Background: an optimization exercise with open tools, aiming at small area, a short achievable clock period and few clock cycles. Do not read the settings as production practice. The RTL was checked by simulation tests, not by an equivalence proof against the original design. Power figures rest on the tool's default switching activity, not on a simulated workload.

Setup of v27:
==> flow/design.v (excerpt) <==
module calc(
    input clk,
    input rst_n,
    input [7:0] num,
    input [2:0] op,
    input start,
    output [15:0] result,
    output [15:0] display_val,
    output [2:0] led_op,
    output stop
);
Size in the first run: roughly 670 cells after synthesis.
Settings: LEC_CHECK=0, CAP_MARGIN=20, CORE_MARGIN=2, CORE_UTILIZATION=70, PLACE_DENSITY=0.8, SLEW_MARGIN=20; clock period 55.0 ns.
standard.sh (not shown) runs the stock make flow with config.mk's settings and CLKGATE_MAP_FILE= SYNTH_SCRIPT=/design/flow/synth_recipe.tcl, a recipe that flattens the netlist after the stock synthesis.
==> flow/flow/run.sh <==
#!/bin/bash
# Layout flow: the standard flow with small port buffers, a clock tree of
# small buffers without dummy loads, and timing repair that aims for slack
# well above zero. Each tool's output is in standard.log.
bash standard.sh \
  "BUFFER_PORTS_ARGS=-buffer_cell sky130_fd_sc_hd__buf_2" \
  "CTS_ARGS=-sink_clustering_enable -repair_clock_nets -dont_use_dummy_load -buf_list sky130_fd_sc_hd__clkbuf_8" \
  "SETUP_SLACK_MARGIN=42.5" \
  finish > standard.log 2>&1
Testbench counts of v27, summed over its fixed seeds: cycles 28,309.
Inputs modified between v27 and v15:
==> flow/flow/run.sh <==
#!/bin/bash
# Layout flow: the standard flow with small port buffers and a clock
# tree of small buffers without dummy loads. Each tool's output is in standard.log.
bash standard.sh \
  "BUFFER_PORTS_ARGS=-buffer_cell sky130_fd_sc_hd__buf_2" \
  "CTS_ARGS=-sink_clustering_enable -repair_clock_nets -dont_use_dummy_load -buf_list sky130_fd_sc_hd__clkbuf_8" \
  finish > standard.log 2>&1
-- flow/config.mk --
<<< v27, line 8
>>> v15, line 8
export ABC_AREA = 1
==> summary.txt <==
- Comparing v15 and v27, the higher power density over the cells was measured on v27.
- | timing-limited maximum frequency | higher: v27 |
- Compared with v27, in v15 synthesized net count up 146, synthesized area picked up an extra about 3.5%, global-route wire length before repair shows an increase of about 2.3%, combinational share of power went down 4.1 points.
- v15 vs v27, final standard cell count with taps included and fillers excluded went up by 19%.
- Between v27 and v15, the overall routed net length figures differ only marginally.
The inputs of v47 differ from those of v15 as listed below.
-- flow/config.mk --
<<< v15, line 8
export ABC_AREA = 1
export CAP_MARGIN = 20
>>> v47, line 8
export CAP_MARGIN = 50
[summary]
Of v15 and v47, the higher first-pass GRT wire length belongs to v15. Of v15 and v47, v15 shows the higher switching power as a share of total power, with v47 below it. [v47 vs v15] floorplan die width: lower in v47. In v47 the cell count of the worst reg-to-reg path turned out 3 lower than in v15. Part of the total power dissipated in combinational logic was higher in the run labelled v47. Setup WNS v15 -> v47: better. Transition at the pin with the smallest max-transition slack in v47 is 0.41 ns below v15.
Inputs modified between v47 and v3:
-- flow/config.mk --
<<< v47, line 8
export CAP_MARGIN = 50
>>> v3, line 8
export CAP_MARGIN = 20
<<< v47, line 10
export CORE_UTILIZATION = 70
export PLACE_DENSITY = 0.8
>>> v3, line 10
export CORE_UTILIZATION = 60
export PLACE_DENSITY = 0.7
Notes after the runs:
v47 and v3 all finish clean.
v3 ended up with a higher area of the multi-input gates than v47 did.
v3 vs v47: slew of the pin with the lowest slew margin up in v3
Relative to v47, met3 global-route usage has decreased by 0.38 points in v3.
Of v3 and v47, it is v3 that has the higher ratio of final minimum period to clock period.
v3 ended up with a higher worst path arrival time than v47 did.
Cmp v47 and v3 / portion of total power attributed to combinational logic / lower: v3
Per the comparison of v3 with v47, sequential share of layout area higher; number of synthesized register bits neither gained nor lost much; setup slack down 0.18 ns; total wirelength of the detailed-routed design +about 3%.
Inputs modified between v3 and v48:
-- flow/config.mk --
<<< v3, line 10
export CORE_UTILIZATION = 60
export PLACE_DENSITY = 0.7
>>> v48, line 10
export CORE_UTILIZATION = 70
export GPL_TIMING_DRIVEN = 1
export PLACE_DENSITY = 0.8
==> comparison <==
- The faster design of the two is v48; v3 tops out lower.
- From v3 to v48 the numbers moved as follows: total detailed-routing wirelength went down; power now sits lower; cell count lost 6; fraction of standard cell area that is sequential about even; tightest slew margin relative to the limit fell 7.3 points.
- Total power divided by cell area was higher in the run labelled v3.
- Taking v3 as the reference, in v48 switching power total now smaller, first-pass GRT wire length now smaller, part of the total power dissipated in sequential elements now larger, worst setup slack now larger.
Setup changes, v48 to v44
-- flow/config.mk --
<<< v48, line 11
export GPL_TIMING_DRIVEN = 1
>>> v44, line 11
<<< v48, line 13
export SLEW_MARGIN = 20
>>> v44, line 12
export SLEW_MARGIN = 45
The required time of the worst setup path number comes out higher for v44 vs v48.
The reported net switching power on v48 is in line with that on v44.
On v44: share of the core filled with cells is 0.31 points higher than what v48 gave.
Xor and xnor area share after synthesis: v44 vs v48 identical
Total number of sequential cells: v44 vs v48, no meaningful difference
Between v44 and v48, the difference in relative area of non-clock buffer cells in the final design is negligible.
Overall routed net length on v44 is up relative to v48.
v44: average routed wire per standard cell higher than v48
Delta(clock period minus worst slack, v44 - v48) > 0

Starting RTL as in the previous note.
clock: 55.0 ns
lec_check: 0
cap_margin: 20
core_margin: 2
core_utilization: 70
place_density: 0.8
slew_margin: 20
==> flow/flow/run.sh <==
#!/bin/bash
# Layout flow: the standard flow with small port buffers and a clock
# tree of small buffers without dummy loads. Each tool's output is in standard.log.
bash standard.sh \
  "BUFFER_PORTS_ARGS=-buffer_cell sky130_fd_sc_hd__buf_2" \
  "CTS_ARGS=-sink_clustering_enable -repair_clock_nets -dont_use_dummy_load -buf_list sky130_fd_sc_hd__clkbuf_8" \
  finish > standard.log 2>&1
The first run completed without violations.
Testbench counts at the start, summed over its fixed seeds: cycles 28,309.
Then changed:
==> flow/flow/run.sh (replaced) <==
#!/bin/bash
# Layout flow: the standard flow with small port buffers and a clock
# tree without dummy loads: a clkbuf_8 root and clkbuf_4 leaves driving
# small clusters of flip-flops. Each tool's output is in standard.log.
bash standard.sh \
  "BUFFER_PORTS_ARGS=-buffer_cell sky130_fd_sc_hd__buf_2" \
  "CTS_ARGS=-sink_clustering_enable -sink_clustering_size 6 -repair_clock_nets -dont_use_dummy_load -root_buf sky130_fd_sc_hd__clkbuf_8 -buf_list sky130_fd_sc_hd__clkbuf_4" \
  finish > standard.log 2>&1
Worst setup slack does not change.
Power does not change.
Utilization stays the same.
Count of clock-buffer cells in the layout does not change.
Final cell count is unchanged.
Fmax does not change.

Setup of rev 12:
Another version of the RTL of calc (not shown whole).
Size in the first run: ~630 cells after synthesis, ~50 I/O pins, about 5300 um2 of cells after synthesis.
// calc
module calc(
    input clk,
    input rst_n,
    input [7:0] num,
    input [2:0] op,
    input start,
    output [15:0] result,
    output [15:0] display_val,
    output [2:0] led_op,
    output stop
);
localparam ADD = 3'd6;
localparam SUB = 3'd5;
localparam MUL = 3'd4;
localparam DIV = 3'd1;
localparam ENT = 3'd2;
localparam CLR = 3'd3;
reg [15:0] a, b, r;
reg [2:0]  o;           
reg        stp;         
reg        busy;        
reg        show_b, show_r;
reg [3:0]  cnt;         
reg        algn;        
reg        fix;         
reg        sg;          
reg        bneg;        
wire ph = |o;
assign result = r;
assign display_val = show_b ? b : (show_r ? r : a);
assign led_op = o;
assign stop = stp;
wire is_add = (o == ADD);
wire is_sub = (o == SUB);
wire is_mul = (o == MUL);
wire is_div = (o == DIV);
wire div_run = busy & is_div & ~fix;
wire sel_a = (~busy & (is_add | is_sub)) | div_run;
wire inv_a = ~busy & is_sub;
wire sel_r = busy & (is_mul | fix);
wire y_en  = is_add | is_sub | (is_mul & a[0]) | is_div & ~fix;
wire y_inv = (~busy & is_div & b[15]) | (div_run & ~bneg);
wire ci    = y_inv | inv_a | (busy & fix);
wire [15:0] x = sel_a ? (a ^ {16{inv_a}}) : (sel_r ? r : 16'd0);
wire [15:0] y = (b & {16{y_en}}) ^ {16{y_inv}};
wire [15:0] s;
wire        co;
rca #(16) u_add(.x(x), .y(y), .ci(ci), .s(s), .co(co));
wire [15:0] cur = a;
wire [15:0] c10;
rca #(13) u_x10(.x(cur[12:0]), .y(cur[14:2]), .ci(1'b0), .s(c10[15:3]), .co());
assign c10[2:0] = {cur[1:0], 1'b0};
wire [7:0] hi1 = c10[15:8] + 8'd1;
wire [7:0] lo;
wire       c8;
cla8 u_lo(.x(c10[7:0]), .y(num), .s(lo), .co(c8));
wire [15:0] dg = {c8 ? hi1 : c10[15:8], lo};
wire [15:0] pm;         
assign pm[15] = a[15];
genvar gi;
generate
    for (gi = 14; gi >= 0; gi = gi - 1) begin : g_pm
        assign pm[gi] = pm[gi+1] | a[gi];
    end
endgenerate
  ...
Settings: LEC_CHECK=0, CAP_MARGIN=20, CORE_MARGIN=2, CORE_UTILIZATION=70, PLACE_DENSITY=0.8, SLEW_MARGIN=80; clock period 55.0 ns.
==> flow/flow/run.sh <==
#!/bin/bash
# Layout flow: the standard flow with small port buffers and a clock
# tree of small buffers without dummy loads. Each tool's output is in standard.log.
bash standard.sh \
  "BUFFER_PORTS_ARGS=-buffer_cell sky130_fd_sc_hd__buf_2" \
  "CTS_ARGS=-sink_clustering_enable -repair_clock_nets -dont_use_dummy_load -buf_list sky130_fd_sc_hd__clkbuf_4" \
  finish > standard.log 2>&1
Testbench counts of rev 12, summed over its fixed seeds: cycles 28,086.
#### Input delta (rev 13 over rev 12)
==> flow/flow/run.sh <==
#!/bin/bash
# Layout flow: the standard flow with small port buffers, a clock tree of
# small buffers without dummy loads, and timing repair that aims for slack
# well above zero. Each tool's output is in standard.log.
bash standard.sh \
  "BUFFER_PORTS_ARGS=-buffer_cell sky130_fd_sc_hd__buf_2" \
  "CTS_ARGS=-sink_clustering_enable -repair_clock_nets -dont_use_dummy_load -buf_list sky130_fd_sc_hd__clkbuf_4" \
  "SETUP_SLACK_MARGIN=42.5" \
  finish > standard.log 2>&1
diff --git a/flow/config.mk b/flow/config.mk
--- a/flow/config.mk
+++ b/flow/config.mk
@@ -10,3 +10,3 @@
 export CORE_UTILIZATION = 70
 export PLACE_DENSITY = 0.8
-export SLEW_MARGIN = 80
+export SLEW_MARGIN = 20
## What came out
Rev 13 against rev 12: largest fanout of any net on the critical path decreased 10; hold slack roughly the same; core utilization saw a decrease; iteration-0 DRC count of the detailed router fell 79; setup slack saw an increase.
NOTE: power share of the clock group in rev 13 exceeds that of rev 12
Sum of routed wire length over all layers was higher in the run labelled rev 12.
Compared with rev 12, in rev 13 DRC violations left was more or less identical; synthesis-to-layout area growth went down by 5.0 points.

what the ideal ports hide:
The results above use ideal ports. As a check the final layouts listed here were re-extracted and re-timed, cells and wires unchanged.
Step 1 (the two cells are an assumption about what drives the block):
set clk [get_ports {clk}]
set_driving_cell -lib_cell sky130_fd_sc_hd__clkbuf_16 $clk
set_driving_cell -lib_cell sky130_fd_sc_hd__buf_2 [delete_from_list [all_inputs] $clk]
Step 2 also shifts input and output timing later by t, the mid clock arrival at the registers, as if the neighbouring blocks saw the same clock.
a / b / c = ideal / step 1 / step 2; a / b = the first two.
| run | t (ns) | setup WS [ns] | hold WS [ns] |
|---|---|---|---|
| v27 | 0.371 | 42.451 / 42.460 / 42.089 | 0.506 / 0.506 / 0.506 |
| v15 | 0.378 | 41.851 / 41.862 / 41.484 | 0.490 / 0.490 / 0.490 |
| v47 | 0.377 | 41.855 / 41.869 / 41.492 | 0.498 / 0.498 / 0.498 |
| v3 | 0.377 | 41.677 / 41.695 / 41.318 | 0.503 / 0.503 / 0.503 |
| v48 | 0.378 | 41.846 / 41.860 / 41.482 | 0.504 / 0.504 / 0.504 |
| v44 | 0.381 | 41.782 / 41.796 / 41.416 | 0.482 / 0.482 / 0.482 |
| the first run of note 2 | 0.378 | 41.846 / 41.860 / 41.482 | 0.504 / 0.504 / 0.504 |
| the second run of note 2 | 0.378 | 41.846 / 41.860 / 41.482 | 0.504 / 0.504 / 0.504 |
| rev 12 | 0.439 | 40.162 / 40.166 / 39.727 | 0.529 / 0.529 / 0.529 |
| rev 13 | 0.447 | 42.481 / 42.469 / 42.022 | 0.526 / 0.526 / 0.526 |
After both steps setup and hold are still met in every run listed. For rev 13, which loses most, drivers alone change the setup slack by -0.012 ns; drivers and shift together by -0.459 ns.
